Source: an optimization exercise on an open RTL-to-GDS flow (aim: small area and a short achievable clock period). Production flows keep margins and buffers that such runs may drop. At most, simulation tests tie the RTL to the original design; equivalence was not proved. Only the layout flow was run in run 1; the RTL was not checked for function there. Power and IR drop assume default switching activity.

===== flow/flow/run.sh =====
#!/bin/bash
# The standard layout (the standard.sh, unchanged synthesis and steps), with the
# port buffers that the flow inserts on every input and output made from buf_1 cells,
# and repair_timing asked for more setup slack than the 12 ns clock needs.
# make's output goes to layout.log; each tool's own log is under orfs/logs/.
set -euo pipefail
bash standard.sh 'BUFFER_PORTS_ARGS=-buffer_cell sky130_fd_sc_hd__buf_1' SETUP_SLACK_MARGIN=7.6 TNS_END_PERCENT=5 finish > layout.log 2>&1

===== flow/standard.sh =====
#!/bin/bash
# synth_recipe.tcl (not shown) runs the flow's synth.tcl, then flattens the netlist and writes it again
# the make line also repeats each setting of config.mk as NAME=value (left out here)
make -C /OpenROAD-flow-scripts/flow DESIGN_CONFIG=/design/flow/config.mk WORK_HOME=/design/flow/orfs CLKGATE_MAP_FILE= SYNTH_SCRIPT=/design/flow/synth_recipe.tcl "${@:-finish}"

===== flow/config.mk =====
export PLATFORM = sky130hd
export DESIGN_NAME = FIR_filter
export DESIGN_NICKNAME = FIR_filter
export VERILOG_FILES = /design/flow/design.v
export SDC_FILE = /design/flow/constraint.sdc
export NUM_CORES = 4
export LEC_CHECK = 0
export CAP_MARGIN = 20
export CORE_MARGIN = 2
export CORE_UTILIZATION = 75
export CTS_BUF_LIST = sky130_fd_sc_hd__clkbuf_8
export CTS_CLUSTER_DIAMETER = 100
export CTS_CLUSTER_SIZE = 40
export PLACE_DENSITY = 0.8
export SLEW_MARGIN = 20
export SYNTH_HIERARCHICAL = 1
export SYNTH_MINIMUM_KEEP_SIZE = 0

===== flow/constraint.sdc =====
create_clock -name core_clock -period 12.0 [get_ports {clk}]
set_input_delay 2.4000 -clock core_clock [delete_from_list [all_inputs] [get_ports {clk}]]
set_output_delay 2.4000 -clock core_clock [all_outputs]
set_load 0.01 [all_outputs]

===== flow/design.v =====
`timescale 1ns / 1ps
module FIR_filter #(
    parameter  N1   = 8,
    parameter  N2 = 16 ,
    parameter integer N3  = 32
)(
    input  wire                      clk,
    input  wire                      rst,
    input  wire                      enable,
    input  wire signed [N2-1:0]    input_data,
    output  signed [N3-1:0]   sampleT,
   output   signed [N3-1:0] output_data
);
  reg [15:0] s0;
  reg [16:0] u0, u1, u2, u3, u4, u5;
  reg [5:0] ylo;
  reg yc;
  reg [18:0] yhp, yhg;
  wire vs1, vc2;
  fir_fa u_vs1 (.a(u1[0]), .b(u3[0]), .c(~s0[0]), .s(vs1), .co(vc2));
  wire vs3, vc4;
  fir_fa u_vs3 (.a(u1[1]), .b(u3[1]), .c(~s0[1]), .s(vs3), .co(vc4));
  wire vs5, vc6;
  fir_fa u_vs5 (.a(~u5[1]), .b(vc2), .c(vs3), .s(vs5), .co(vc6));
  wire vs7, vc8;
  fir_fa u_vs7 (.a(u1[2]), .b(u3[2]), .c(~s0[2]), .s(vs7), .co(vc8));
  wire vs9, vc10;
  fir_fa u_vs9 (.a(~u5[2]), .b(vc4), .c(vs7), .s(vs9), .co(vc10));
  wire vs11, vc12;
  fir_fa u_vs11 (.a(u1[3]), .b(u3[3]), .c(~s0[3]), .s(vs11), .co(vc12));
  wire vs13, vc14;
  fir_fa u_vs13 (.a(~u5[3]), .b(vc8), .c(vs11), .s(vs13), .co(vc14));
  wire vs15, vc16;
  fir_fa u_vs15 (.a(u1[4]), .b(u3[4]), .c(~s0[4]), .s(vs15), .co(vc16));
  wire vs17, vc18;
  fir_fa u_vs17 (.a(~u5[4]), .b(vc12), .c(vs15), .s(vs17), .co(vc18));
  wire vs19, vc20;
  fir_fa u_vs19 (.a(u1[5]), .b(u3[5]), .c(~s0[5]), .s(vs19), .co(vc20));
  wire vs21, vc22;
  fir_fa u_vs21 (.a(~u5[5]), .b(vc16), .c(vs19), .s(vs21), .co(vc22));
  wire vs23, vc24;
  fir_fa u_vs23 (.a(u1[6]), .b(u3[6]), .c(~s0[6]), .s(vs23), .co(vc24));
  wire vs25, vc26;
  fir_fa u_vs25 (.a(~u5[6]), .b(vc20), .c(vs23), .s(vs25), .co(vc26));
  wire vs27, vc28;
  fir_fa u_vs27 (.a(u1[7]), .b(u3[7]), .c(~s0[7]), .s(vs27), .co(vc28));
  wire vs29, vc30;
  fir_fa u_vs29 (.a(~u5[7]), .b(vc24), .c(vs27), .s(vs29), .co(vc30));
  wire vs31, vc32;
  fir_fa u_vs31 (.a(u1[8]), .b(u3[8]), .c(~s0[8]), .s(vs31), .co(vc32));
  wire vs33, vc34;
  fir_fa u_vs33 (.a(~u5[8]), .b(vc28), .c(vs31), .s(vs33), .co(vc34));
  wire vs35, vc36;
  fir_fa u_vs35 (.a(u1[9]), .b(u3[9]), .c(~s0[9]), .s(vs35), .co(vc36));
  wire vs37, vc38;
  fir_fa u_vs37 (.a(~u5[9]), .b(vc32), .c(vs35), .s(vs37), .co(vc38));
  wire vs39, vc40;
  fir_fa u_vs39 (.a(u1[10]), .b(u3[10]), .c(~s0[10]), .s(vs39), .co(vc40));
  wire vs41, vc42;
  fir_fa u_vs41 (.a(~u5[10]), .b(vc36), .c(vs39), .s(vs41), .co(vc42));
  wire vs43, vc44;
  fir_fa u_vs43 (.a(u1[11]), .b(u3[11]), .c(~s0[11]), .s(vs43), .co(vc44));
  wire vs45, vc46;
  fir_fa u_vs45 (.a(~u5[11]), .b(vc40), .c(vs43), .s(vs45), .co(vc46));
  wire vs47, vc48;
  fir_fa u_vs47 (.a(u1[12]), .b(u3[12]), .c(~s0[12]), .s(vs47), .co(vc48));
  wire vs49, vc50;
  fir_fa u_vs49 (.a(~u5[12]), .b(vc44), .c(vs47), .s(vs49), .co(vc50));
  wire vs51, vc52;
  fir_fa u_vs51 (.a(u1[13]), .b(u3[13]), .c(~s0[13]), .s(vs51), .co(vc52));
  wire vs53, vc54;
  fir_fa u_vs53 (.a(~u5[13]), .b(vc48), .c(vs51), .s(vs53), .co(vc54));
  wire vs55, vc56;
  fir_fa u_vs55 (.a(u1[14]), .b(u3[14]), .c(~s0[14]), .s(vs55), .co(vc56));
  wire vs57, vc58;
  fir_fa u_vs57 (.a(~u5[14]), .b(vc52), .c(vs55), .s(vs57), .co(vc58));
  wire vs59, vc60;
  fir_fa u_vs59 (.a(u1[15]), .b(u3[15]), .c(s0[15]), .s(vs59), .co(vc60));
  wire vs61, vc62;
  fir_fa u_vs61 (.a(~u5[15]), .b(vc56), .c(vs59), .s(vs61), .co(vc62));
  wire vs63, vc64;
  fir_fa u_vs63 (.a(~u1[16]), .b(~u3[16]), .c(u5[16]), .s(vs63), .co(vc64));
  wire vs65, vc66;
  fir_ha u_vs65 (.a(vc60), .b(vs63), .s(vs65), .co(vc66));
  wire qs67 = ~(~u5[0] ^ vs1);
  wire qc68 = ~u5[0] | vs1;
  wire qs69 = ~(qc68 ^ vs5);
  wire qc70 = qc68 | vs5;
  wire qs71 = ~(~u5[0] ^ vs1);
  wire qc72 = ~u5[0] | vs1;
  wire qs73, qc74;
  fir_fa u_qs73 (.a(vc6), .b(vs9), .c(qs71), .s(qs73), .co(qc74));
  wire qs75, qc76;
  fir_fa u_qs75 (.a(qc70), .b(qs73), .c(~input_data[0]), .s(qs75), .co(qc76));
  wire qs77 = ~(vc10 ^ qc72);
  wire qc78 = vc10 | qc72;
  wire qs79, qc80;
  fir_fa u_qs79 (.a(vs5), .b(vs13), .c(qc74), .s(qs79), .co(qc80));
  wire qs81, qc82;
  fir_fa u_qs81 (.a(qs77), .b(~input_data[1]), .c(~input_data[3]), .s(qs81), .co(qc82));
  wire qs83, qc84;
  fir_fa u_qs83 (.a(qs79), .b(qc76), .c(qs81), .s(qs83), .co(qc84));
  wire qs85, qc86;
  fir_fa u_qs85 (.a(u0[0]), .b(u1[0]), .c(u3[0]), .s(qs85), .co(qc86));
  wire qs87, qc88;
  fir_fa u_qs87 (.a(u4[0]), .b(qs85), .c(vc6), .s(qs87), .co(qc88));
  wire qs89, qc90;
  fir_fa u_qs89 (.a(vc14), .b(vs9), .c(vs17), .s(qs89), .co(qc90));
  wire qs91, qc92;
  fir_fa u_qs91 (.a(qc78), .b(qs87), .c(qs89), .s(qs91), .co(qc92));
  wire qs93, qc94;
  fir_fa u_qs93 (.a(~input_data[2]), .b(~input_data[4]), .c(qc80), .s(qs93), .co(qc94));
  wire qs95, qc96;
  fir_fa u_qs95 (.a(qs91), .b(qc82), .c(qs93), .s(qs95), .co(qc96));
  wire qs97, qc98;
  fir_fa u_qs97 (.a(u0[1]), .b(u1[1]), .c(u3[1]), .s(qs97), .co(qc98));
  wire qs99, qc100;
  fir_fa u_qs99 (.a(u4[1]), .b(qc86), .c(qs97), .s(qs99), .co(qc100));
  wire qs101, qc102;
  fir_fa u_qs101 (.a(vc10), .b(vc18), .c(vs13), .s(qs101), .co(qc102));
  wire qs103, qc104;
  fir_fa u_qs103 (.a(vs21), .b(qs99), .c(qc88), .s(qs103), .co(qc104));
  wire qs105, qc106;
  fir_fa u_qs105 (.a(qc90), .b(qs101), .c(~input_data[3]), .s(qs105), .co(qc106));
  wire qs107, qc108;
  fir_fa u_qs107 (.a(~input_data[5]), .b(qs103), .c(qc92), .s(qs107), .co(qc108));
  wire qs109, qc110;
  fir_fa u_qs109 (.a(qc94), .b(qs105), .c(qs107), .s(qs109), .co(qc110));
  wire qs111, qc112;
  fir_fa u_qs111 (.a(u0[2]), .b(u1[2]), .c(u3[2]), .s(qs111), .co(qc112));
  wire qs113, qc114;
  fir_fa u_qs113 (.a(u4[2]), .b(u2[0]), .c(qc98), .s(qs113), .co(qc114));
  wire qs115, qc116;
  fir_fa u_qs115 (.a(qs111), .b(vc14), .c(vc22), .s(qs115), .co(qc116));
  wire qs117, qc118;
  fir_fa u_qs117 (.a(qc100), .b(qs113), .c(vs17), .s(qs117), .co(qc118));
  wire qs119, qc120;
  fir_fa u_qs119 (.a(vs25), .b(qc102), .c(qs115), .s(qs119), .co(qc120));
  wire qs121, qc122;
  fir_fa u_qs121 (.a(qs117), .b(qc104), .c(~input_data[4]), .s(qs121), .co(qc122));
  wire qs123, qc124;
  fir_fa u_qs123 (.a(~input_data[6]), .b(qs119), .c(qc106), .s(qs123), .co(qc124));
  wire qs125, qc126;
  fir_fa u_qs125 (.a(qs121), .b(qc108), .c(qs123), .s(qs125), .co(qc126));
  wire qs127, qc128;
  fir_fa u_qs127 (.a(u0[3]), .b(u1[3]), .c(u3[3]), .s(qs127), .co(qc128));
  wire qs129, qc130;
  fir_fa u_qs129 (.a(u4[3]), .b(u2[1]), .c(qc112), .s(qs129), .co(qc130));
  wire qs131, qc132;
  fir_fa u_qs131 (.a(qs127), .b(qc114), .c(vc18), .s(qs131), .co(qc132));
  wire qs133, qc134;
  fir_fa u_qs133 (.a(vc26), .b(qs129), .c(vs21), .s(qs133), .co(qc134));
  wire qs135, qc136;
  fir_fa u_qs135 (.a(vs29), .b(qc116), .c(qc118), .s(qs135), .co(qc136));
  wire qs137, qc138;
  fir_fa u_qs137 (.a(qs131), .b(qs133), .c(~input_data[5]), .s(qs137), .co(qc138));
  wire qs139, qc140;
  fir_fa u_qs139 (.a(~input_data[7]), .b(qc120), .c(qs135), .s(qs139), .co(qc140));
  wire qs141, qc142;
  fir_fa u_qs141 (.a(qc122), .b(qs137), .c(qs139), .s(qs141), .co(qc142));
  wire qs143, qc144;
  fir_fa u_qs143 (.a(qc124), .b(qs141), .c(qc126), .s(qs143), .co(qc144));
  wire qs145, qc146;
  fir_fa u_qs145 (.a(u0[4]), .b(u1[4]), .c(u3[4]), .s(qs145), .co(qc146));
  wire qs147, qc148;
  fir_fa u_qs147 (.a(u4[4]), .b(u2[2]), .c(qc128), .s(qs147), .co(qc148));
  wire qs149, qc150;
  fir_fa u_qs149 (.a(qs145), .b(qc130), .c(vc22), .s(qs149), .co(qc150));
  wire qs151, qc152;
  fir_fa u_qs151 (.a(vc30), .b(qs147), .c(vs25), .s(qs151), .co(qc152));
  wire qs153, qc154;
  fir_fa u_qs153 (.a(vs33), .b(qc132), .c(qc134), .s(qs153), .co(qc154));
  wire qs155, qc156;
  fir_fa u_qs155 (.a(qs149), .b(qs151), .c(~input_data[6]), .s(qs155), .co(qc156));
  wire qs157, qc158;
  fir_fa u_qs157 (.a(~input_data[8]), .b(qc136), .c(qs153), .s(qs157), .co(qc158));
  wire qs159, qc160;
  fir_fa u_qs159 (.a(qc138), .b(qs155), .c(qc140), .s(qs159), .co(qc160));
  wire qs161, qc162;
  fir_fa u_qs161 (.a(qs157), .b(qc142), .c(qs159), .s(qs161), .co(qc162));
  wire qs163, qc164;
  fir_fa u_qs163 (.a(u0[5]), .b(u1[5]), .c(u3[5]), .s(qs163), .co(qc164));
  wire qs165, qc166;
  fir_fa u_qs165 (.a(u4[5]), .b(u2[3]), .c(qc146), .s(qs165), .co(qc166));
  wire qs167, qc168;
  fir_fa u_qs167 (.a(qs163), .b(qc148), .c(vc26), .s(qs167), .co(qc168));
  wire qs169, qc170;
  fir_fa u_qs169 (.a(vc34), .b(qs165), .c(vs29), .s(qs169), .co(qc170));
  wire qs171, qc172;
  fir_fa u_qs171 (.a(vs37), .b(qc150), .c(qc152), .s(qs171), .co(qc172));
  wire qs173, qc174;
  fir_fa u_qs173 (.a(qs167), .b(qs169), .c(~input_data[7]), .s(qs173), .co(qc174));
  wire qs175, qc176;
  fir_fa u_qs175 (.a(~input_data[9]), .b(qc154), .c(qs171), .s(qs175), .co(qc176));
  wire qs177, qc178;
  fir_fa u_qs177 (.a(qc156), .b(qs173), .c(qc158), .s(qs177), .co(qc178));
  wire qs179, qc180;
  fir_fa u_qs179 (.a(qs175), .b(qc160), .c(qs177), .s(qs179), .co(qc180));
  wire qs181, qc182;
  fir_fa u_qs181 (.a(u0[6]), .b(u1[6]), .c(u3[6]), .s(qs181), .co(qc182));
  wire qs183, qc184;
  fir_fa u_qs183 (.a(u4[6]), .b(u2[4]), .c(qc164), .s(qs183), .co(qc184));
  wire qs185, qc186;
  fir_fa u_qs185 (.a(qs181), .b(qc166), .c(vc30), .s(qs185), .co(qc186));
  wire qs187, qc188;
  fir_fa u_qs187 (.a(vc38), .b(qs183), .c(vs33), .s(qs187), .co(qc188));
  wire qs189, qc190;
  fir_fa u_qs189 (.a(vs41), .b(qc168), .c(qc170), .s(qs189), .co(qc190));
  wire qs191, qc192;
  fir_fa u_qs191 (.a(qs185), .b(qs187), .c(~input_data[8]), .s(qs191), .co(qc192));
  wire qs193, qc194;
  fir_fa u_qs193 (.a(~input_data[10]), .b(qc172), .c(qs189), .s(qs193), .co(qc194));
  wire qs195, qc196;
  fir_fa u_qs195 (.a(qc174), .b(qs191), .c(qc176), .s(qs195), .co(qc196));
  wire qs197, qc198;
  fir_fa u_qs197 (.a(qs193), .b(qc178), .c(qs195), .s(qs197), .co(qc198));
  wire qs199, qc200;
  fir_fa u_qs199 (.a(u0[7]), .b(u1[7]), .c(u3[7]), .s(qs199), .co(qc200));
  wire qs201, qc202;
  fir_fa u_qs201 (.a(u4[7]), .b(u2[5]), .c(qc182), .s(qs201), .co(qc202));
  wire qs203, qc204;
  fir_fa u_qs203 (.a(qs199), .b(qc184), .c(vc34), .s(qs203), .co(qc204));
  wire qs205, qc206;
  fir_fa u_qs205 (.a(vc42), .b(qs201), .c(vs37), .s(qs205), .co(qc206));
  wire qs207, qc208;
  fir_fa u_qs207 (.a(vs45), .b(qc186), .c(qc188), .s(qs207), .co(qc208));
  wire qs209, qc210;
  fir_fa u_qs209 (.a(qs203), .b(qs205), .c(~input_data[9]), .s(qs209), .co(qc210));
  wire qs211, qc212;
  fir_fa u_qs211 (.a(~input_data[11]), .b(qc190), .c(qs207), .s(qs211), .co(qc212));
  wire qs213, qc214;
  fir_fa u_qs213 (.a(qc192), .b(qs209), .c(qc194), .s(qs213), .co(qc214));
  wire qs215, qc216;
  fir_fa u_qs215 (.a(qs211), .b(qc196), .c(qs213), .s(qs215), .co(qc216));
  wire qs217, qc218;
  fir_fa u_qs217 (.a(u0[8]), .b(u1[8]), .c(u3[8]), .s(qs217), .co(qc218));
  wire qs219, qc220;
  fir_fa u_qs219 (.a(u4[8]), .b(u2[6]), .c(qc200), .s(qs219), .co(qc220));
  wire qs221, qc222;
  fir_fa u_qs221 (.a(qs217), .b(qc202), .c(vc38), .s(qs221), .co(qc222));
  wire qs223, qc224;
  fir_fa u_qs223 (.a(vc46), .b(qs219), .c(vs41), .s(qs223), .co(qc224));
  wire qs225, qc226;
  fir_fa u_qs225 (.a(vs49), .b(qc204), .c(qc206), .s(qs225), .co(qc226));
  wire qs227, qc228;
  fir_fa u_qs227 (.a(qs221), .b(qs223), .c(~input_data[10]), .s(qs227), .co(qc228));
  wire qs229, qc230;
  fir_fa u_qs229 (.a(~input_data[12]), .b(qc208), .c(qs225), .s(qs229), .co(qc230));
  wire qs231, qc232;
  fir_fa u_qs231 (.a(qc210), .b(qs227), .c(qc212), .s(qs231), .co(qc232));
  wire qs233, qc234;
  fir_fa u_qs233 (.a(qs229), .b(qc214), .c(qs231), .s(qs233), .co(qc234));
  wire qs235, qc236;
  fir_fa u_qs235 (.a(u0[9]), .b(u1[9]), .c(u3[9]), .s(qs235), .co(qc236));
  wire qs237, qc238;
  fir_fa u_qs237 (.a(u4[9]), .b(u2[7]), .c(qc218), .s(qs237), .co(qc238));
  wire qs239, qc240;
  fir_fa u_qs239 (.a(qs235), .b(qc220), .c(vc42), .s(qs239), .co(qc240));
  wire qs241, qc242;
  fir_fa u_qs241 (.a(vc50), .b(qs237), .c(vs45), .s(qs241), .co(qc242));
  wire qs243, qc244;
  fir_fa u_qs243 (.a(vs53), .b(qc222), .c(qc224), .s(qs243), .co(qc244));
  wire qs245, qc246;
  fir_fa u_qs245 (.a(qs239), .b(qs241), .c(~input_data[11]), .s(qs245), .co(qc246));
  wire qs247, qc248;
  fir_fa u_qs247 (.a(~input_data[13]), .b(qc226), .c(qs243), .s(qs247), .co(qc248));
  wire qs249, qc250;
  fir_fa u_qs249 (.a(qc228), .b(qs245), .c(qc230), .s(qs249), .co(qc250));
  wire qs251, qc252;
  fir_fa u_qs251 (.a(qs247), .b(qc232), .c(qs249), .s(qs251), .co(qc252));
  wire qs253, qc254;
  fir_fa u_qs253 (.a(u0[10]), .b(u1[10]), .c(u3[10]), .s(qs253), .co(qc254));
  wire qs255, qc256;
  fir_fa u_qs255 (.a(u4[10]), .b(u2[8]), .c(qc236), .s(qs255), .co(qc256));
  wire qs257, qc258;
  fir_fa u_qs257 (.a(qs253), .b(qc238), .c(vc46), .s(qs257), .co(qc258));
  wire qs259, qc260;
  fir_fa u_qs259 (.a(vc54), .b(qs255), .c(vs49), .s(qs259), .co(qc260));
  wire qs261, qc262;
  fir_fa u_qs261 (.a(vs57), .b(qc240), .c(qc242), .s(qs261), .co(qc262));
  wire qs263, qc264;
  fir_fa u_qs263 (.a(qs257), .b(qs259), .c(~input_data[12]), .s(qs263), .co(qc264));
  wire qs265, qc266;
  fir_fa u_qs265 (.a(~input_data[14]), .b(qc244), .c(qs261), .s(qs265), .co(qc266));
  wire qs267, qc268;
  fir_fa u_qs267 (.a(qc246), .b(qs263), .c(qc248), .s(qs267), .co(qc268));
  wire qs269, qc270;
  fir_fa u_qs269 (.a(qs265), .b(qc250), .c(qs267), .s(qs269), .co(qc270));
  wire qs271, qc272;
  fir_fa u_qs271 (.a(u0[11]), .b(u1[11]), .c(u3[11]), .s(qs271), .co(qc272));
  wire qs273, qc274;
  fir_fa u_qs273 (.a(u4[11]), .b(u2[9]), .c(qc254), .s(qs273), .co(qc274));
  wire qs275, qc276;
  fir_fa u_qs275 (.a(qs271), .b(qc256), .c(vc50), .s(qs275), .co(qc276));
  wire qs277, qc278;
  fir_fa u_qs277 (.a(vc58), .b(qs273), .c(vs53), .s(qs277), .co(qc278));
  wire qs279, qc280;
  fir_fa u_qs279 (.a(vs61), .b(qc258), .c(qc260), .s(qs279), .co(qc280));
  wire qs281, qc282;
  fir_fa u_qs281 (.a(qs275), .b(qs277), .c(~input_data[13]), .s(qs281), .co(qc282));
  wire qs283, qc284;
  fir_fa u_qs283 (.a(input_data[15]), .b(qc262), .c(qs279), .s(qs283), .co(qc284));
  wire qs285, qc286;
  fir_fa u_qs285 (.a(qc264), .b(qs281), .c(qc266), .s(qs285), .co(qc286));
  wire qs287, qc288;
  fir_fa u_qs287 (.a(qs283), .b(qc268), .c(qs285), .s(qs287), .co(qc288));
  wire qs289, qc290;
  fir_fa u_qs289 (.a(u0[12]), .b(u1[12]), .c(u3[12]), .s(qs289), .co(qc290));
  wire qs291, qc292;
  fir_fa u_qs291 (.a(u4[12]), .b(u2[10]), .c(qc272), .s(qs291), .co(qc292));
  wire qs293, qc294;
  fir_fa u_qs293 (.a(qs289), .b(vs65), .c(qc274), .s(qs293), .co(qc294));
  wire qs295, qc296;
  fir_fa u_qs295 (.a(vc54), .b(vc62), .c(qs291), .s(qs295), .co(qc296));
  wire qs297, qc298;
  fir_fa u_qs297 (.a(vs57), .b(qc276), .c(qs293), .s(qs297), .co(qc298));
  wire qs299, qc300;
  fir_fa u_qs299 (.a(qc278), .b(qs295), .c(~input_data[14]), .s(qs299), .co(qc300));
  wire qs301, qc302;
  fir_fa u_qs301 (.a(qc280), .b(qs297), .c(qc282), .s(qs301), .co(qc302));
  wire qs303, qc304;
  fir_fa u_qs303 (.a(qs299), .b(qc284), .c(qs301), .s(qs303), .co(qc304));
  wire qs305, qc306;
  fir_fa u_qs305 (.a(qc286), .b(qs303), .c(qc288), .s(qs305), .co(qc306));
  wire qs307, qc308;
  fir_fa u_qs307 (.a(u0[13]), .b(u1[13]), .c(u3[13]), .s(qs307), .co(qc308));
  wire qs309, qc310;
  fir_fa u_qs309 (.a(u4[13]), .b(u2[11]), .c(vc64), .s(qs309), .co(qc310));
  wire qs311, qc312;
  fir_fa u_qs311 (.a(qc290), .b(qs307), .c(vc66), .s(qs311), .co(qc312));
  wire qs313, qc314;
  fir_fa u_qs313 (.a(qc292), .b(vc58), .c(qs309), .s(qs313), .co(qc314));
  wire qs315, qc316;
  fir_fa u_qs315 (.a(vs61), .b(qc294), .c(qs311), .s(qs315), .co(qc316));
  wire qs317, qc318;
  fir_fa u_qs317 (.a(qc296), .b(qs313), .c(qc298), .s(qs317), .co(qc318));
  wire qs319, qc320;
  fir_fa u_qs319 (.a(qs315), .b(input_data[15]), .c(qc300), .s(qs319), .co(qc320));
  wire qs321, qc322;
  fir_fa u_qs321 (.a(qs317), .b(qc302), .c(qs319), .s(qs321), .co(qc322));
  wire qs323, qc324;
  fir_ha u_qs323 (.a(qc304), .b(qs321), .s(qs323), .co(qc324));
  wire qs325, qc326;
  fir_fa u_qs325 (.a(u0[14]), .b(u1[14]), .c(u3[14]), .s(qs325), .co(qc326));
  wire qs327 = ~(u4[14] ^ u2[12]);
  wire qc328 = u4[14] | u2[12];
  wire qs329, qc330;
  fir_fa u_qs329 (.a(qc308), .b(qs325), .c(qs327), .s(qs329), .co(qc330));
  wire qs331, qc332;
  fir_fa u_qs331 (.a(vs65), .b(qc310), .c(vc62), .s(qs331), .co(qc332));
  wire qs333, qc334;
  fir_fa u_qs333 (.a(qs329), .b(qc312), .c(qc314), .s(qs333), .co(qc334));
  wire qs335, qc336;
  fir_fa u_qs335 (.a(qs331), .b(qc316), .c(qs333), .s(qs335), .co(qc336));
  wire qs337, qc338;
  fir_fa u_qs337 (.a(qc318), .b(qs335), .c(qc320), .s(qs337), .co(qc338));
  wire qs339, qc340;
  fir_ha u_qs339 (.a(qc322), .b(qs337), .s(qs339), .co(qc340));
  wire qs341, qc342;
  fir_fa u_qs341 (.a(u0[15]), .b(u1[15]), .c(u3[15]), .s(qs341), .co(qc342));
  wire qs343 = ~(u4[15] ^ u2[13]);
  wire qc344 = u4[15] | u2[13];
  wire qs345, qc346;
  fir_fa u_qs345 (.a(vc64), .b(qc326), .c(qc328), .s(qs345), .co(qc346));
  wire qs347, qc348;
  fir_fa u_qs347 (.a(qs341), .b(qs343), .c(vc66), .s(qs347), .co(qc348));
  wire qs349, qc350;
  fir_fa u_qs349 (.a(qc330), .b(qs345), .c(qs347), .s(qs349), .co(qc350));
  wire qs351, qc352;
  fir_fa u_qs351 (.a(qc332), .b(qc334), .c(qs349), .s(qs351), .co(qc352));
  wire qs353, qc354;
  fir_fa u_qs353 (.a(qc336), .b(qs351), .c(qc338), .s(qs353), .co(qc354));
  wire qs355, qc356;
  fir_fa u_qs355 (.a(~u0[16]), .b(~u1[16]), .c(~u3[16]), .s(qs355), .co(qc356));
  wire qs357, qc358;
  fir_fa u_qs357 (.a(~u4[16]), .b(u2[14]), .c(qc342), .s(qs357), .co(qc358));
  wire qs359, qc360;
  fir_fa u_qs359 (.a(qc344), .b(qs355), .c(qc346), .s(qs359), .co(qc360));
  wire qs361, qc362;
  fir_fa u_qs361 (.a(qs357), .b(qc348), .c(qs359), .s(qs361), .co(qc362));
  wire qs363, qc364;
  fir_fa u_qs363 (.a(qc350), .b(qs361), .c(qc352), .s(qs363), .co(qc364));
  wire qs365 = ~(u2[15] ^ qc356);
  wire qc366 = u2[15] | qc356;
  wire qs367, qc368;
  fir_fa u_qs367 (.a(qc358), .b(qs365), .c(qc360), .s(qs367), .co(qc368));
  wire qs369, qc370;
  fir_ha u_qs369 (.a(qc362), .b(qs367), .s(qs369), .co(qc370));
  wire qs371 = ~(~u2[16] ^ qc366);
  wire qc372 = ~u2[16] | qc366;
  wire qs373, qc374;
  fir_ha u_qs373 (.a(qs371), .b(qc368), .s(qs373), .co(qc374));
  wire [6:0] qa = {1'b0, qc96, qc84, qs83, ~input_data[2], qs69, qs67};
  wire [6:0] qb = {1'b0, qs109, qs95, 1'b0, qs75, ~input_data[1], ~input_data[0]};
  wire [6:0] ylo_next_p = qa ^ qb;
  wire [6:0] ylo_next_g = qa & qb;
  wire [5:0] ylo_next_c;
  fir_pfx_ylo_next u_pfx_ylo_next (.p(ylo_next_p[5:0]), .g(ylo_next_g[5:0]), .c(ylo_next_c));
  wire [6:0] ylo_next = ylo_next_p ^ {ylo_next_c, 1'b0};
  wire [18:0] yha_next = {1'b1, qc372, qs373, qs369, qs363, qc340, qs339, qs323, qs305, qc270, qc252, qc234, qc216, qc198, qc180, qc162, qs161, qs143, qc110};
  wire [18:0] yhb_next = {1'b0, qc374, qc370, qc364, qc354, qs353, qc324, qc306, 1'b0, qs287, qs269, qs251, qs233, qs215, qs197, qs179, qc144, 1'b0, qs125};
  wire [18:0] yhp_next = yha_next ^ yhb_next;
  wire [18:0] yhg_next = yha_next & yhb_next;
  wire [16:0] ui_a = {input_data[15], input_data};
  wire [16:0] ui_b = {s0[15], s0};
  wire [16:0] u_in_p = ui_a ^ ui_b;
  wire [16:0] u_in_g = ui_a & ui_b;
  wire [15:0] u_in_c;
  fir_pfx_u_in u_pfx_u_in (.p(u_in_p[15:0]), .g(u_in_g[15:0]), .c(u_in_c));
  wire [16:0] u_in = u_in_p ^ {u_in_c, 1'b0};
  wire [19:0] yo_p = {yhp, 1'b0};
  wire [19:0] yo_g = {yhg, yc};
  wire [18:0] yo_c;
  fir_pfx_yo u_pfx_yo (.p(yo_p[18:0]), .g(yo_g[18:0]), .c(yo_c));
  wire [19:0] yo = yo_p ^ {yo_c, 1'b0};
  wire yo_sgn0;
  fir_xor u_yo_sgn0 (.a(yo_p[19]), .b(yo_c[18]), .y(yo_sgn0));
  wire yo_sgn1;
  fir_xor u_yo_sgn1 (.a(yo_p[19]), .b(yo_c[18]), .y(yo_sgn1));
  wire yo_sgn2;
  fir_xor u_yo_sgn2 (.a(yo_p[19]), .b(yo_c[18]), .y(yo_sgn2));
  wire yo_sgn3;
  fir_xor u_yo_sgn3 (.a(yo_p[19]), .b(yo_c[18]), .y(yo_sgn3));
  wire [24:0] y = {yo[19:1], ylo};
  wire [7:0] ysign = {{2{yo_sgn3}}, {2{yo_sgn2}}, {2{yo_sgn1}}, {2{yo_sgn0}}};
  always @(posedge clk) begin
    if (rst) begin
      s0 <= 16'd0;
      u0 <= 17'd0; u1 <= 17'd0; u2 <= 17'd0; u3 <= 17'd0; u4 <= 17'd0; u5 <= 17'd0;
      ylo <= 6'd0; yc <= 1'b0; yhp <= 19'd0; yhg <= 19'd0;
    end else if (enable) begin
      ylo <= ylo_next[5:0]; yc <= ylo_next[6]; yhp <= yhp_next; yhg <= yhg_next;
      s0 <= input_data;
      u0 <= u_in; u1 <= u0; u2 <= u1; u3 <= u2; u4 <= u3; u5 <= u4;
    end
  end
  assign output_data = {ysign, y[23:0]};
  assign sampleT = {{16{s0[15]}}, s0};
endmodule
module fir_fa (input wire a, input wire b, input wire c, output wire s, output wire co);
  assign s = a ^ b ^ c;
  assign co = (a & b) | (a & c) | (b & c);
endmodule
module fir_ha (input wire a, input wire b, output wire s, output wire co);
  assign s = a ^ b;
  assign co = a & b;
endmodule
module fir_xor (input wire a, input wire b, output wire y);
  assign y = a ^ b;
endmodule
module fir_pfx_ylo_next (input wire [5:0] p, input wire [5:0] g, output wire [5:0] c);
  wire G1 = g[1] | (p[1] & g[0]);
  wire P2 = p[1] & p[0];
  wire G3 = g[3] | (p[3] & g[2]);
  wire P4 = p[3] & p[2];
  wire G5 = g[5] | (p[5] & g[4]);
  wire P6 = p[5] & p[4];
  wire G7 = g[2] | (p[2] & G1);
  wire P8 = p[2] & P2;
  wire G9 = G3 | (P4 & G1);
  wire P10 = P4 & P2;
  wire G11 = g[4] | (p[4] & G9);
  wire P12 = p[4] & P10;
  wire G13 = G5 | (P6 & G9);
  wire P14 = P6 & P10;
  assign c = {G13, G11, G9, G7, G1, g[0]};
endmodule
module fir_pfx_yo (input wire [18:0] p, input wire [18:0] g, output wire [18:0] c);
  wire G1 = g[1] | (p[1] & g[0]);
  wire P2 = p[1] & p[0];
  wire G3 = g[2] | (p[2] & g[1]);
  wire P4 = p[2] & p[1];
  wire G5 = g[3] | (p[3] & g[2]);
  wire P6 = p[3] & p[2];
  wire G7 = g[4] | (p[4] & g[3]);
  wire P8 = p[4] & p[3];
  wire G9 = g[5] | (p[5] & g[4]);
  wire P10 = p[5] & p[4];
  wire G11 = g[6] | (p[6] & g[5]);
  wire P12 = p[6] & p[5];
  wire G13 = g[7] | (p[7] & g[6]);
  wire P14 = p[7] & p[6];
  wire G15 = g[8] | (p[8] & g[7]);
  wire P16 = p[8] & p[7];
  wire G17 = g[9] | (p[9] & g[8]);
  wire P18 = p[9] & p[8];
  wire G19 = g[10] | (p[10] & g[9]);
  wire P20 = p[10] & p[9];
  wire G21 = g[11] | (p[11] & g[10]);
  wire P22 = p[11] & p[10];
  wire G23 = g[12] | (p[12] & g[11]);
  wire P24 = p[12] & p[11];
  wire G25 = g[13] | (p[13] & g[12]);
  wire P26 = p[13] & p[12];
  wire G27 = g[14] | (p[14] & g[13]);
  wire P28 = p[14] & p[13];
  wire G29 = g[15] | (p[15] & g[14]);
  wire P30 = p[15] & p[14];
  wire G31 = g[16] | (p[16] & g[15]);
  wire P32 = p[16] & p[15];
  wire G33 = g[17] | (p[17] & g[16]);
  wire P34 = p[17] & p[16];
  wire G35 = g[18] | (p[18] & g[17]);
  wire P36 = p[18] & p[17];
  wire G37 = G3 | (P4 & g[0]);
  wire P38 = P4 & p[0];
  wire G39 = G5 | (P6 & G1);
  wire P40 = P6 & P2;
  wire G41 = G7 | (P8 & G3);
  wire P42 = P8 & P4;
  wire G43 = G9 | (P10 & G5);
  wire P44 = P10 & P6;
  wire G45 = G11 | (P12 & G7);
  wire P46 = P12 & P8;
  wire G47 = G13 | (P14 & G9);
  wire P48 = P14 & P10;
  wire G49 = G15 | (P16 & G11);
  wire P50 = P16 & P12;
  wire G51 = G17 | (P18 & G13);
  wire P52 = P18 & P14;
  wire G53 = G19 | (P20 & G15);
  wire P54 = P20 & P16;
  wire G55 = G21 | (P22 & G17);
  wire P56 = P22 & P18;
  wire G57 = G23 | (P24 & G19);
  wire P58 = P24 & P20;
  wire G59 = G25 | (P26 & G21);
  wire P60 = P26 & P22;
  wire G61 = G27 | (P28 & G23);
  wire P62 = P28 & P24;
  wire G63 = G29 | (P30 & G25);
  wire P64 = P30 & P26;
  wire G65 = G31 | (P32 & G27);
  wire P66 = P32 & P28;
  wire G67 = G33 | (P34 & G29);
  wire P68 = P34 & P30;
  wire G69 = G35 | (P36 & G31);
  wire P70 = P36 & P32;
  wire G71 = G41 | (P42 & g[0]);
  wire P72 = P42 & p[0];
  wire G73 = G43 | (P44 & G1);
  wire P74 = P44 & P2;
  wire G75 = G45 | (P46 & G37);
  wire P76 = P46 & P38;
  wire G77 = G47 | (P48 & G39);
  wire P78 = P48 & P40;
  wire G79 = G49 | (P50 & G41);
  wire P80 = P50 & P42;
  wire G81 = G51 | (P52 & G43);
  wire P82 = P52 & P44;
  wire G83 = G53 | (P54 & G45);
  wire P84 = P54 & P46;
  wire G85 = G55 | (P56 & G47);
  wire P86 = P56 & P48;
  wire G87 = G57 | (P58 & G49);
  wire P88 = P58 & P50;
  wire G89 = G59 | (P60 & G51);
  wire P90 = P60 & P52;
  wire G91 = G61 | (P62 & G53);
  wire P92 = P62 & P54;
  wire G93 = G63 | (P64 & G55);
  wire P94 = P64 & P56;
  wire G95 = G65 | (P66 & G57);
  wire P96 = P66 & P58;
  wire G97 = G67 | (P68 & G59);
  wire P98 = P68 & P60;
  wire G99 = G69 | (P70 & G61);
  wire P100 = P70 & P62;
  wire G101 = G79 | (P80 & g[0]);
  wire P102 = P80 & p[0];
  wire G103 = G81 | (P82 & G1);
  wire P104 = P82 & P2;
  wire G105 = G83 | (P84 & G37);
  wire P106 = P84 & P38;
  wire G107 = G85 | (P86 & G39);
  wire P108 = P86 & P40;
  wire G109 = G87 | (P88 & G71);
  wire P110 = P88 & P72;
  wire G111 = G89 | (P90 & G73);
  wire P112 = P90 & P74;
  wire G113 = G91 | (P92 & G75);
  wire P114 = P92 & P76;
  wire G115 = G93 | (P94 & G77);
  wire P116 = P94 & P78;
  wire G117 = G95 | (P96 & G79);
  wire P118 = P96 & P80;
  wire G119 = G97 | (P98 & G81);
  wire P120 = P98 & P82;
  wire G121 = G99 | (P100 & G83);
  wire P122 = P100 & P84;
  wire G123 = G117 | (P118 & g[0]);
  wire P124 = P118 & p[0];
  wire G125 = G119 | (P120 & G1);
  wire P126 = P120 & P2;
  wire G127 = G121 | (P122 & G37);
  wire P128 = P122 & P38;
  assign c = {G127, G125, G123, G115, G113, G111, G109, G107, G105, G103, G101, G77, G75, G73, G71, G39, G37, G1, g[0]};
endmodule
module fir_pfx_u_in (input wire [15:0] p, input wire [15:0] g, output wire [15:0] c);
  wire G1 = g[1] | (p[1] & g[0]);
  wire P2 = p[1] & p[0];
  wire G3 = g[3] | (p[3] & g[2]);
  wire P4 = p[3] & p[2];
  wire G5 = g[5] | (p[5] & g[4]);
  wire P6 = p[5] & p[4];
  wire G7 = g[7] | (p[7] & g[6]);
  wire P8 = p[7] & p[6];
  wire G9 = g[9] | (p[9] & g[8]);
  wire P10 = p[9] & p[8];
  wire G11 = g[11] | (p[11] & g[10]);
  wire P12 = p[11] & p[10];
  wire G13 = g[13] | (p[13] & g[12]);
  wire P14 = p[13] & p[12];
  wire G15 = g[15] | (p[15] & g[14]);
  wire P16 = p[15] & p[14];
  wire G17 = G3 | (P4 & G1);
  wire P18 = P4 & P2;
  wire G19 = G7 | (P8 & G5);
  wire P20 = P8 & P6;
  wire G21 = G11 | (P12 & G9);
  wire P22 = P12 & P10;
  wire G23 = G15 | (P16 & G13);
  wire P24 = P16 & P14;
  wire G25 = G19 | (P20 & G17);
  wire P26 = P20 & P18;
  wire G27 = G23 | (P24 & G21);
  wire P28 = P24 & P22;
  wire G29 = G27 | (P28 & G25);
  wire P30 = P28 & P26;
  wire G31 = G21 | (P22 & G25);
  wire P32 = P22 & P26;
  wire G33 = G5 | (P6 & G17);
  wire P34 = P6 & P18;
  wire G35 = G9 | (P10 & G25);
  wire P36 = P10 & P26;
  wire G37 = G13 | (P14 & G31);
  wire P38 = P14 & P32;
  wire G39 = g[2] | (p[2] & G1);
  wire P40 = p[2] & P2;
  wire G41 = g[4] | (p[4] & G17);
  wire P42 = p[4] & P18;
  wire G43 = g[6] | (p[6] & G33);
  wire P44 = p[6] & P34;
  wire G45 = g[8] | (p[8] & G25);
  wire P46 = p[8] & P26;
  wire G47 = g[10] | (p[10] & G35);
  wire P48 = p[10] & P36;
  wire G49 = g[12] | (p[12] & G31);
  wire P50 = p[12] & P32;
  wire G51 = g[14] | (p[14] & G37);
  wire P52 = p[14] & P38;
  assign c = {G29, G51, G37, G49, G31, G47, G35, G45, G25, G43, G33, G41, G17, G39, G1, g[0]};
endmodule

==> report_table.html, run 1 <==
<table>
<tr><th>Metric</th><th>Value</th></tr>
<tr><th colspan="2">Timing</th></tr>
<tr><td>Setup TNS after final layout</td><td>0 ns</td></tr>
<tr><td>Pin slew with the least headroom to its limit</td><td>0.8747 ns</td></tr>
<tr><td>RSZ-0062 raised after global routing</td><td>true</td></tr>
<tr><td>Min cycle time layout</td><td>4.639 ns</td></tr>
<tr><td>Slew HR</td><td>between 40% and 50%</td></tr>
<tr><td>Hold_ws</td><td>0.4899 ns</td></tr>
<tr><td>Crit share post-route</td><td>38.65%</td></tr>
<tr><td>Setup Viol. Count Final</td><td>0</td></tr>
<tr><td>Maximum operating frequency</td><td>roughly 0.22 GHz</td></tr>
<tr><td>Count of final hold-check violations</td><td>0</td></tr>
<tr><td>Largest clock skew in the final design</td><td>0.01430 ns</td></tr>
<tr><td>Pins over their slew limit</td><td>0</td></tr>
<tr><th colspan="2">Finish</th></tr>
<tr><td>Layout Area Growth over Synthesis</td><td>2.882%</td></tr>
<tr><td>Share of final-layout standard cells stronger than drive strength 1</td><td>under 10%</td></tr>
<tr><td>Non-filler cells, final</td><td>1235</td></tr>
<tr><td>Final net count</td><td>approximately 1.3k</td></tr>
<tr><td>Antenna Cells</td><td>0</td></tr>
<tr><td>Finished layout cell area</td><td>11880 um^2</td></tr>
<tr><th colspan="2">Floorplan</th></tr>
<tr><td>Placeable core area</td><td>15150 um^2</td></tr>
<tr><td>Die span in x</td><td>128.1 um</td></tr>
<tr><td>Starting density of the core</td><td>76.25%</td></tr>
<tr><td>Total number of placement rows</td><td>45</td></tr>
<tr><td>DIE HEIGHT</td><td>around 130 um</td></tr>
<tr><td>Number of top-level pins</td><td>83</td></tr>
<tr><td>Die footprint</td><td>16410 um^2</td></tr>
<tr><th colspan="2">Clocking</th></tr>
<tr><td>Total of hold buffers inserted after clock tree synthesis</td><td>0</td></tr>
<tr><td>TritonCTS clock tree</td><td>done</td></tr>
<tr><td>CTS H-Tree Depth</td><td>4</td></tr>
<tr><td>Sink count of the clock tree</td><td>between 150 and 200</td></tr>
<tr><td>Longest Clk Path Bufs</td><td>2</td></tr>
<tr><td>Clock slew seen by the registers of the worst setup and hold paths</td><td>around 0.080 ns</td></tr>
<tr><td>Clock tree root buffer cell</td><td>sky130_fd_sc_hd__clkbuf_8</td></tr>
<tr><td>Clock latency on the worst-skew pair</td><td>~0.45 ns</td></tr>
<tr><td>CTS Buf Count</td><td>17</td></tr>
<tr><th colspan="2">Place</th></tr>
<tr><td>Number of placed instances, taps included</td><td>~1.2k</td></tr>
<tr><td>Gp weighted congestion</td><td>0.8595</td></tr>
<tr><td>HPWL reported at the end of detailed placement</td><td>17.08 mm</td></tr>
<tr><td>Total placed instance area</td><td>between 10000 and 15000 um^2</td></tr>
<tr><td>Number of buffer cells added on primary ports</td><td>82</td></tr>
<tr><th colspan="2">Drt</th></tr>
<tr><td>Average wire per cell in the routed design</td><td>17.51 um</td></tr>
<tr><td>Detailed-route via count</td><td>roughly 6.9k</td></tr>
<tr><td>DRT iter0 DRCs</td><td>approximately 300</td></tr>
<tr><td>Detailed-route DRC error count</td><td>0</td></tr>
<tr><td>Total Wirelength</td><td>roughly 22 mm</td></tr>
<tr><td>1st-pass router iterations</td><td>4</td></tr>
<tr><td>Routed Antenna Nets</td><td>0</td></tr>
<tr><td>Vias per inst</td><td>between 5 and 6</td></tr>
<tr><th colspan="2">Logic synthesis</th></tr>
<tr><td>EDFF count, synth</td><td>0</td></tr>
<tr><td>Top cells by count, synth</td><td>sky130_fd_sc_hd__fa_1 (174), sky130_fd_sc_hd__nor2_1 (169), sky130_fd_sc_hd__dfxtp_1 (160), sky130_fd_sc_hd__mux2i_1 (138)</td></tr>
<tr><td>Count of yosys warnings during synthesis</td><td>7</td></tr>
<tr><td>Mapped cell area</td><td>11550 um^2</td></tr>
<tr><td>Count of different cell masters after synthesis</td><td>48</td></tr>
<tr><td>Number of register bits inferred by synthesis</td><td>between 150 and 200</td></tr>
<tr><td>Leading post-synthesis cells by cell area</td><td>sky130_fd_sc_hd__fa_1 (30%), sky130_fd_sc_hd__dfxtp_1 (28%), sky130_fd_sc_hd__mux2i_1 (12%)</td></tr>
<tr><td>Mean area per synthesized cell</td><td>11.26 um^2</td></tr>
<tr><td>Dominant synthesized flop cell</td><td>sky130_fd_sc_hd__dfxtp_1</td></tr>
<tr><td>Cell with the most instances after synthesis</td><td>sky130_fd_sc_hd__fa_1</td></tr>
<tr><td>Largest area contributor in the synthesized netlist</td><td>sky130_fd_sc_hd__fa_1</td></tr>
<tr><td>Fraction of synthesized cell area taken by the top area cell type</td><td>30.16%</td></tr>
<tr><td>Async set or reset register ratio after synthesis</td><td>0%</td></tr>
<tr><td>Sequential element share of the synthesized area</td><td>between 20 and 30%</td></tr>
<tr><td>Number of cells produced by synthesis</td><td>1026</td></tr>
<tr><th colspan="2">Critical path</th></tr>
<tr><td>Crit-path max FO</td><td>4</td></tr>
<tr><td>Setup crit start</td><td>yc$_SDFFE_PP0P_</td></tr>
<tr><td>Kind of capture point of the worst setup path</td><td>output port</td></tr>
<tr><td>Startpoint types</td><td>flop</td></tr>
<tr><td>Count of buffering cells on the critical path with inverters included</td><td>1</td></tr>
<tr><td>Max stage delay on crit path</td><td>0.37 ns</td></tr>
<tr><td>Worst-path cell chain</td><td>a21oi_2 -&gt; o211ai_4 -&gt; a41o_1 -&gt; nand4_1 -&gt; a21oi_4 -&gt; xor2_1 -&gt; buf_2</td></tr>
<tr><td>Reg-to-Reg Start</td><td>s0[10]$_SDFFE_PP0P_</td></tr>
<tr><td>Total stage count of the critical path</td><td>7</td></tr>
<tr><td>Setup Crit Path Kind</td><td>flop to output port</td></tr>
<tr><td>Data arrival time at the worst-slack endpoint</td><td>2.24 ns</td></tr>
<tr><td>Worst reg-to-reg path cell count</td><td>12</td></tr>
<tr><td>Data required time of the worst path</td><td>9.60 ns</td></tr>
<tr><td>Cell type group with the largest total delay on the critical path</td><td>compound AO/OA/AOI/OAI gates</td></tr>
<tr><td>Cell at the slowest stage of the critical path</td><td>sky130_fd_sc_hd__dfxtp_2</td></tr>
<tr><th colspan="2">Power</th></tr>
<tr><td>Switching fraction of total power</td><td>40.08%</td></tr>
<tr><td>Power density of the placed cells</td><td>189.3 nW/um^2</td></tr>
<tr><td>Clk pwr share</td><td>16.0%</td></tr>
<tr><td>Sequential group share of total power</td><td>28.9%</td></tr>
<tr><td>IR drop worst, VDD</td><td>176.0 uV</td></tr>
<tr><td>Overall power</td><td>roughly 2.2 mW</td></tr>
<tr><td>Static power due to leakage</td><td>about 5.5 nW</td></tr>
<tr><td>Reported net switching power</td><td>0.9012 mW</td></tr>
<tr><td>Combinational fraction of design power</td><td>55.1%</td></tr>
<tr><td>Cell Int Power</td><td>1.347 mW</td></tr>
<tr><th colspan="2">GRT</th></tr>
<tr><td>Overall Global Routing Usage</td><td>a little under 30%</td></tr>
<tr><td>Overflow left after global routing</td><td>0</td></tr>
<tr><td>Largest net degree at the start of global routing</td><td>84</td></tr>
<tr><td>Global-route wire length before repair</td><td>around 36 mm</td></tr>
<tr><td>Number of global-route vias before repair</td><td>roughly 7.3k</td></tr>
<tr><td>Number of antenna violations at the first check in global routing</td><td>0</td></tr>
<tr><th colspan="2">Min path</th></tr>
<tr><td>Hold Path Class</td><td>flop to flop</td></tr>
<tr><td>Beginning of the worst hold path</td><td>ylo[4]$_SDFFE_PP0P_</td></tr>
<tr><td>Min-Delay Path Depth</td><td>2</td></tr>
<tr><th colspan="2">Run status</th></tr>
<tr><td>Result of the run</td><td>complete, no violations</td></tr>
<tr><th colspan="2">Flow run</th></tr>
<tr><td>Max Cap Violations</td><td>0</td></tr>
</table>
[modules after synthesis (local to each module, per instance)]
| module | times used | flops+latches | cells |
|---|---|---|---|
| FIR_filter | 1 | 160 | 696 |
| fir_pfx_yo | 1 | 0 | 78 |
| fir_pfx_u_in | 1 | 0 | 51 |
| fir_pfx_ylo_next | 1 | 0 | 18 |
| fir_fa | 174 | 0 | 1 |
| fir_ha | 5 | 0 | 1 |
| fir_xor | 4 | 0 | 1 |
[worst register-to-register path, cell delays in order (launching register included)]
cell and delay, ns:
sky130_fd_sc_hd__dfxtp_1 0.44, sky130_fd_sc_hd__inv_1 0.10, sky130_fd_sc_hd__fa_1 0.49, sky130_fd_sc_hd__fa_1 0.46
sky130_fd_sc_hd__fa_1 0.43, sky130_fd_sc_hd__fa_1 0.49, sky130_fd_sc_hd__fa_2 0.35, sky130_fd_sc_hd__fa_1 0.49
sky130_fd_sc_hd__fa_2 0.38, sky130_fd_sc_hd__fa_2 0.38, sky130_fd_sc_hd__ha_4 0.22, sky130_fd_sc_hd__mux2i_1 0.13
sky130_fd_sc_hd__nor2_1 0.06
[cell families after synthesis]
family	count (synthesis)	synth area share [%]
adders and majority gates	223	35.47
and+or+nand+nor	197	6.891
buffers and inverters	177	8.982
DFF	160	27.74
muxes	138	11.96
AOI/OAI and AO/OA	87	5.666
xor gates and xnor gates	43	3.261
other	1	0.03247
[sequential cells by signal, indices dropped and copies added (netlist names), 6 cells and up]
| signal | flops |
|---|---|
| yhp | 19 |
| u0 | 17 |
| u1 | 17 |
| u2 | 17 |
| u3 | 17 |
| u4 | 17 |
| u5 | 17 |
| s0 | 16 |
| yhg | 16 |
| ylo | 6 |
[cell usage in the layout, fill, tap and decap left out, types with 4 or more instances in the layout]
master / count
sky130_fd_sc_hd__a211oi_1: 23
sky130_fd_sc_hd__a21o_1: 25
sky130_fd_sc_hd__a21oi_1: 4
sky130_fd_sc_hd__a21oi_2: 5
sky130_fd_sc_hd__and3_1: 4
sky130_fd_sc_hd__buf_1: 72
sky130_fd_sc_hd__buf_2: 8
sky130_fd_sc_hd__buf_4: 4
sky130_fd_sc_hd__clkbuf_8: 18
sky130_fd_sc_hd__clkinv_2: 4
sky130_fd_sc_hd__conb_1: 6
sky130_fd_sc_hd__dfxtp_1: 148
sky130_fd_sc_hd__dfxtp_2: 8
sky130_fd_sc_hd__dfxtp_4: 4
sky130_fd_sc_hd__fa_1: 170
sky130_fd_sc_hd__fa_2: 4
sky130_fd_sc_hd__ha_1: 48
sky130_fd_sc_hd__inv_1: 75
sky130_fd_sc_hd__mux2i_1: 138
sky130_fd_sc_hd__nand2_1: 6
sky130_fd_sc_hd__nor2_1: 168
sky130_fd_sc_hd__o21ai_0: 5
sky130_fd_sc_hd__xnor2_1: 21
sky130_fd_sc_hd__xor2_1: 22
[worst paths after layout]
path,slack [ns],to
worst min-delay path,0.49,ylo[4]$_SDFFE_PP0P_
worst max register to register,7.43,yhp[11]$_SDFFE_PP0P_
worst min register to register,0.49,ylo[4]$_SDFFE_PP0P_
worst max-delay path,7.36,output_data[29]
[repair_timing]
item,CTS,global route
endpoints found under the hold margin,0,0
setup buffers,3,0
pin swaps,11,1
endpoints found under the setup margin,83,88
resized for setup,39,1
[power groups by stage]
stage	clock network, mW	logic [mW]	registers [mW]
after detailed placement	0	1.24	0.657
after global placement	0	1.20	0.656
after CTS	0.367	1.26	0.649
final	0.361	1.24	0.650
after floorplan	0	0.964	0.644
after global routing	0.393	1.41	0.659
[metrics by stage]
step	utilization (%)	setup slack, ns
CTS	78.43	7.348
finish	78.45	7.361
global route	78.45	7.197
detailed placement	75.37	6.593
floorplan	-	7.384
global placement	75.37	6.659
[cell type report]
class | instances | area, um^2
clock buffers | 18 | 247.7
clock inverters | 13 | 101.3
fillers | 1005 | 3264
inverters | 74 | 290.3
multi-input cells | 694 | 7401
flip-flops and latches | 160 | 3228
well taps | 188 | 235.2
repair buffers | 88 | 377.9
[per-layer routing]
layer	up-vias	part of all wire, %	track usage [%]	routed length (um)
li1	3301	-	-	-
met1	3475	42	36.58	8993
met2	127	53	49.83	11370
met3	35	3.4	5.885	736
met4	0	2.4	9.825	522
met5	-	0	0	0
==> run 2: changes to the inputs <==
--- a/flow/design.v
+++ b/flow/design.v
@@ -423,16 +423,20 @@
   fir_xor u_yo_sgn3 (.a(yo_p[19]), .b(yo_c[18]), .y(yo_sgn3));
   wire [24:0] y = {yo[19:1], ylo};
   wire [7:0] ysign = {{2{yo_sgn3}}, {2{yo_sgn2}}, {2{yo_sgn1}}, {2{yo_sgn0}}};
+  wire ld, hold;
+  fir_ctl u_ctl (.rst(rst), .enable(enable), .ld(ld), .hold(hold));
   always @(posedge clk) begin
-    if (rst) begin
-      s0 <= 16'd0;
-      u0 <= 17'd0; u1 <= 17'd0; u2 <= 17'd0; u3 <= 17'd0; u4 <= 17'd0; u5 <= 17'd0;
-      ylo <= 6'd0; yc <= 1'b0; yhp <= 19'd0; yhg <= 19'd0;
-    end else if (enable) begin
-      ylo <= ylo_next[5:0]; yc <= ylo_next[6]; yhp <= yhp_next; yhg <= yhg_next;
-      s0 <= input_data;
-      u0 <= u_in; u1 <= u0; u2 <= u1; u3 <= u2; u4 <= u3; u5 <= u4;
-    end
+    ylo <= ({6{ld}} & ylo_next[5:0]) | ({6{hold}} & ylo);
+    yc <= ({1{ld}} & ylo_next[6]) | ({1{hold}} & yc);
+    yhp <= ({19{ld}} & yhp_next) | ({19{hold}} & yhp);
+    yhg <= (({19{ld}} & yhg_next) | ({19{hold}} & yhg)) & 19'b0111111101111111101;
+    s0 <= ({16{ld}} & input_data) | ({16{hold}} & s0);
+    u0 <= ({17{ld}} & u_in) | ({17{hold}} & u0);
+    u1 <= ({17{ld}} & u0) | ({17{hold}} & u1);
+    u2 <= ({17{ld}} & u1) | ({17{hold}} & u2);
+    u3 <= ({17{ld}} & u2) | ({17{hold}} & u3);
+    u4 <= ({17{ld}} & u3) | ({17{hold}} & u4);
+    u5 <= ({17{ld}} & u4) | ({17{hold}} & u5);
   end
   assign output_data = {ysign, y[23:0]};
   assign sampleT = {{16{s0[15]}}, s0};
@@ -445,6 +449,10 @@
   assign s = a ^ b;
   assign co = a & b;
 endmodule
+module fir_ctl (input wire rst, input wire enable, output wire ld, output wire hold);
+  assign ld = enable & ~rst;
+  assign hold = ~enable & ~rst;
+endmodule
 module fir_xor (input wire a, input wire b, output wire y);
   assign y = a ^ b;
 endmodule
==> flow/flow/run.sh (replaced) <==
#!/bin/bash
# The standard layout (the standard.sh, unchanged synthesis and steps), with the
# port buffers that the flow inserts on every input and output made from buf_1 cells,
# and repair_timing asked for more setup slack than the 12 ns clock needs.
# make's output goes to layout.log; each tool's own log is under orfs/logs/.
set -euo pipefail
bash standard.sh 'BUFFER_PORTS_ARGS=-buffer_cell sky130_fd_sc_hd__buf_1' SETUP_SLACK_MARGIN=7.9 TNS_END_PERCENT=5 finish > layout.log 2>&1
==> run 2 against run 1 <==
  * Largest power group unchanged
  * Routed wire length decreased by 4.5%
  * Worst hold slack got worse by 0.0098 ns
  * Still clean
  * Critical endpoint is now output_data[18]
  * Global-route usage decreased by 0.33 points
  * Core utilization about the same
  * Maximum frequency increased by 1.1%
  * Sequential share of layout area increased by 1.6 points
  * Critical path type unchanged
  * Largest cell class unchanged
  * Flip-flop and latch count unchanged
==> report_table.html, run 2 <==
<table>
<tr><th>Metric</th><th>Value</th></tr>
<tr><th colspan="2">Clocking</th></tr>
<tr><td>Clock slew seen by the registers of the worst setup and hold paths</td><td>0.09 ns (about the same)</td></tr>
<tr><td>Clock tree root buffer cell</td><td>sky130_fd_sc_hd__clkbuf_8</td></tr>
<tr><td>Total of hold buffers inserted after clock tree synthesis</td><td>0 (unchanged)</td></tr>
<tr><td>TritonCTS clock tree</td><td>done</td></tr>
<tr><td>CTS Buf Count</td><td>17 (unchanged)</td></tr>
<tr><td>Clock latency on the worst-skew pair</td><td>0.48 ns (+0.03 ns)</td></tr>
<tr><th colspan="2">Critical path</th></tr>
<tr><td>Cell type group with the largest total delay on the critical path</td><td>compound AO/OA/AOI/OAI gates</td></tr>
<tr><td>Worst reg2reg path endpoint</td><td>yhp[11]$_DFF_P_</td></tr>
<tr><td>Worst-path cell chain</td><td>o211ai_1 -&gt; nor2_2 -&gt; a41o_1 -&gt; a21o_1 -&gt; a31o_2 -&gt; xor2_1 -&gt; buf_1</td></tr>
<tr><td>Register-to-register setup slack</td><td>7.47 ns (+0.04 ns)</td></tr>
<tr><td>Reg-to-Reg Start</td><td>s0[10]$_DFF_P_</td></tr>
<tr><td>Max stage delay on crit path</td><td>0.37 ns (about the same)</td></tr>
<tr><td>Cell at the slowest stage of the critical path</td><td>sky130_fd_sc_hd__dfxtp_4</td></tr>
<tr><td>Worst reg-to-reg path cell count</td><td>11 (-1)</td></tr>
<tr><td>Count of buffering cells on the critical path with inverters included</td><td>1 (unchanged)</td></tr>
<tr><th colspan="2">Drt</th></tr>
<tr><td>Vias per inst</td><td>6.007 (+6.9%)</td></tr>
<tr><td>DR WL met3</td><td>1.108 mm (+51%)</td></tr>
<tr><td>Detailed-route via count</td><td>6500 (-6.3%)</td></tr>
<tr><td>Metal2 WL</td><td>9.813 mm (-14%)</td></tr>
<tr><td>1st-pass router iterations</td><td>5 (+1)</td></tr>
<tr><td>Met1 layer wirelength in the final routing</td><td>9.407 mm (+4.6%)</td></tr>
<tr><td>Detailed-route DRC error count</td><td>0 (unchanged)</td></tr>
<tr><td>Average wire per cell in the routed design</td><td>19.08 um (+9.0%)</td></tr>
<tr><td>Total Wirelength</td><td>20.65 mm (-4.5%)</td></tr>
<tr><td>Uppermost signal routing layer after detailed routing</td><td>met4</td></tr>
<tr><td>DRT iter0 DRCs</td><td>346 (+16%)</td></tr>
<tr><th colspan="2">Floorplan</th></tr>
<tr><td>Total number of placement rows</td><td>44 (-2.2%)</td></tr>
<tr><td>Number of top-level pins</td><td>83 (unchanged)</td></tr>
<tr><td>Die footprint</td><td>15490 um^2 (-5.6%)</td></tr>
<tr><td>Die span in x</td><td>124.5 um (-2.8%)</td></tr>
<tr><td>Placeable core area</td><td>14370 um^2 (-5.1%)</td></tr>
<tr><th colspan="2">Timing</th></tr>
<tr><td>Largest clock skew in the final design</td><td>0.01316 ns (-0.001135 ns)</td></tr>
<tr><td>Maximum operating frequency</td><td>0.2180 GHz (+1.1%)</td></tr>
<tr><td>Hold_ws</td><td>0.4801 ns (-0.009785 ns)</td></tr>
<tr><td>Crit share post-route</td><td>38.22% (-0.43 points)</td></tr>
<tr><td>Pin slew with the least headroom to its limit</td><td>0.9364 ns (+0.06174 ns)</td></tr>
<tr><td>Count of final hold-check violations</td><td>0 (unchanged)</td></tr>
<tr><td>Setup TNS after final layout</td><td>0 ns (unchanged)</td></tr>
<tr><td>RSZ-0062 raised after global routing</td><td>true</td></tr>
<tr><td>Min cycle time layout</td><td>4.587 ns (-0.05191 ns)</td></tr>
<tr><th colspan="2">Finish</th></tr>
<tr><td>Non-filler cells, final</td><td>1082 (-12%)</td></tr>
<tr><td>Share of final-layout standard cells stronger than drive strength 1</td><td>12.36% (+4.4 points)</td></tr>
<tr><td>Layout filler cell count</td><td>872 (-13%)</td></tr>
<tr><td>Antenna Cells</td><td>0 (unchanged)</td></tr>
<tr><td>Most common library cell in the layout ignoring fill and taps</td><td>sky130_fd_sc_hd__fa_1</td></tr>
<tr><td>Flip-flop count of the largest register, all copies and words added</td><td>19 (unchanged)</td></tr>
<tr><th colspan="2">Power</th></tr>
<tr><td>Power density of the placed cells</td><td>185.9 nW/um^2 (-1.8%)</td></tr>
<tr><td>Sequential group share of total power</td><td>30.8% (+1.9 points)</td></tr>
<tr><td>Reported net switching power</td><td>0.8136 mW (-9.7%)</td></tr>
<tr><td>Clk pwr share</td><td>18.0% (+2.0 points)</td></tr>
<tr><td>Switching fraction of total power</td><td>38.80% (-1.3 points)</td></tr>
<tr><td>Cell Int Power</td><td>1.283 mW (-4.8%)</td></tr>
<tr><th colspan="2">Min path</th></tr>
<tr><td>End point of the most critical hold path</td><td>u5[13]$_DFF_P_</td></tr>
<tr><td>Min-Delay Path Depth</td><td>1 (-1)</td></tr>
<tr><th colspan="2">Logic synthesis</th></tr>
<tr><td>Count of different cell masters after synthesis</td><td>45 (-6.3%)</td></tr>
<tr><td>Sequential element share of the synthesized area</td><td>29.44% (+1.7 points)</td></tr>
<tr><td>Async set or reset register ratio after synthesis</td><td>0% (unchanged)</td></tr>
<tr><td>Top cells by count, synth</td><td>sky130_fd_sc_hd__fa_1 (174), sky130_fd_sc_hd__a22o_1 (160), sky130_fd_sc_hd__dfxtp_1 (160), sky130_fd_sc_hd__inv_1 (73), sky130_fd_sc_hd__buf_4 (65)</td></tr>
<tr><td>Mean area per synthesized cell</td><td>12.57 um^2 (+12%)</td></tr>
<tr><td>Largest area contributor in the synthesized netlist</td><td>sky130_fd_sc_hd__fa_1</td></tr>
<tr><td>Leading post-synthesis cells by cell area</td><td>sky130_fd_sc_hd__fa_1 (32%), sky130_fd_sc_hd__dfxtp_1 (29%), sky130_fd_sc_hd__a22o_1 (13%)</td></tr>
<tr><td>Mapped cell area</td><td>10880 um^2 (-5.8%)</td></tr>
<tr><td>Fraction of synthesized cell area taken by the top area cell type</td><td>32.01% (+1.8 points)</td></tr>
<tr><th colspan="2">GRT</th></tr>
<tr><td>Number of global-route vias before repair</td><td>6944 (-5.1%)</td></tr>
<tr><td>Number of antenna violations at the first check in global routing</td><td>0 (unchanged)</td></tr>
<tr><td>Global-route wire length before repair</td><td>34.84 mm (-3.6%)</td></tr>
<tr><td>Overall Global Routing Usage</td><td>28.51% (-0.33 points)</td></tr>
<tr><td>Largest net degree at the start of global routing</td><td>95 (+13%)</td></tr>
<tr><th colspan="2">Place</th></tr>
<tr><td>Number of placed instances, taps included</td><td>1040 (-13%)</td></tr>
<tr><th colspan="2">Flow run</th></tr>
<tr><td>Max Cap Violations</td><td>0 (unchanged)</td></tr>
<tr><th colspan="2">Run status</th></tr>
<tr><td>Result of the run</td><td>complete, no violations</td></tr>
</table>
-- run 2: power by group through the flow --
stage               clock [mW]  combinational [mW]  sequential, mW
floorplan                    0               0.840           0.640
global placement             0               0.978           0.648
detailed placement           0                1.04           0.652
CTS                      0.383                1.08           0.641
global route             0.403                1.23           0.652
finish                   0.378                1.07           0.645
-- run 2: cell type report --
class | count | area share [%]
clock inverters | 13 | 1.021
multi-input cells | 536 | 59.55
repair buffers | 97 | 3.861
inverters | 74 | 2.574
well taps | 184 | 2.041
clock buffers | 18 | 2.197
flip-flops and latches | 160 | 28.76
-- run 2: metal layers --
metal / vias up / global-route usage, %
li1: 2986 / -
met1: 3318 / 41.05
met2: 165 / 44.26
met3: 31 / 6.143
met4: 0 / 8.658
met5: - / 0
-- run 2: per-stage QoR --
step	setup slack (ns)	util [%]	instance area, um^2	power [mW]
global placement	6.940	74.42	10690	1.627
finish	7.413	78.48	11280	2.097
detailed placement	6.865	74.42	10690	1.695
floorplan	7.366	-	10940	1.480
CTS	7.428	78.10	11220	2.101
global route	7.341	78.48	11280	2.281
-- run 2: worst reg2reg max path, stage by stage, from the launching register on --
cell and delay, ns:
sky130_fd_sc_hd__dfxtp_1 0.41, sky130_fd_sc_hd__inv_1 0.08, sky130_fd_sc_hd__fa_1 0.51, sky130_fd_sc_hd__fa_1 0.49
sky130_fd_sc_hd__fa_1 0.43, sky130_fd_sc_hd__fa_1 0.44, sky130_fd_sc_hd__fa_2 0.39, sky130_fd_sc_hd__fa_1 0.50
sky130_fd_sc_hd__fa_2 0.39, sky130_fd_sc_hd__fa_2 0.39, sky130_fd_sc_hd__ha_4 0.21, sky130_fd_sc_hd__a22o_1 0.19
-- run 2: timing repair --
action / in CTS / in global routing
resized for setup: 44 / 16
endpoints found under the setup margin: 52 / 118
setup buffers: 9 / 2
pin swaps: 10 / 8
-- run 2: worst max path at each step --
stage / start / end / slack (ns)
after floorplan: input_data[13] / yhp[11]$_DFF_P_ / 7.37
after global placement: input_data[13] / yhp[11]$_DFF_P_ / 6.94
after detailed placement: input_data[13] / yhp[11]$_DFF_P_ / 6.86
after CTS: yhp[6]$_DFF_P_ / output_data[28] / 7.43
after global routing: yhg[11]$_DFF_P_ / output_data[25] / 7.34
final: yhg[4]$_DFF_P_ / output_data[18] / 7.41
-- run 2: cells by family after synthesis --
logic type | after synthesis | synth area share [%]
simple gates | 38 | 1.920
fa+ha+maj | 223 | 37.65
compound gates | 226 | 17.43
flops | 160 | 29.44
buf+inv | 175 | 10.07
other cells | 1 | 0.03446
xor+xnor | 43 | 3.461
-- run 2: Yosys stat by module, one instance, submodules excluded --
module            times used  flops+latches  area [um^2]  cells
FIR_filter                 1            160         6272    534
fir_pfx_yo                 1              0        521.8     78
fir_pfx_u_in               1              0        356.6     51
fir_pfx_ylo_next           1              0        132.6     18
fir_fa                   174              0        20.02      1
fir_ctl                    1              0        17.52      2
fir_ha                     5              0        12.51      1
fir_xor                    4              0        8.758      1

-- re-timing with driven ports --
No port has a modelled driver above. Below, the same layouts with a new extraction and two added sets of constraints.
Step 1 (the two cells are an assumption about what drives the block):
set clk [get_ports {clk}]
set_driving_cell -lib_cell sky130_fd_sc_hd__clkbuf_16 $clk
set_driving_cell -lib_cell sky130_fd_sc_hd__buf_2 [delete_from_list [all_inputs] $clk]
Step 2 adds t to the input delays and takes it off the output delays; t is the mean of the earliest and latest rising clock arrival at the registers after step 1. Input paths then give back, and output paths get back, about the clock's delay inside the block.
Three values: no drivers, after step 1, after step 2; two values: the first two.
run | t, ns | slack for setup (ns) | worst register clock-pin slew, ns
run 1 | 0.485 | 7.361 / 7.322 / 6.900 | 0.09 / 0.09
run 2 | 0.510 | 7.413 / 7.372 / 7.012 | 0.09 / 0.09
After both steps setup and hold are still met in every run listed. The setup slack of run 1, which loses most, moves by -0.039 ns with the drivers and by -0.461 ns with both steps.
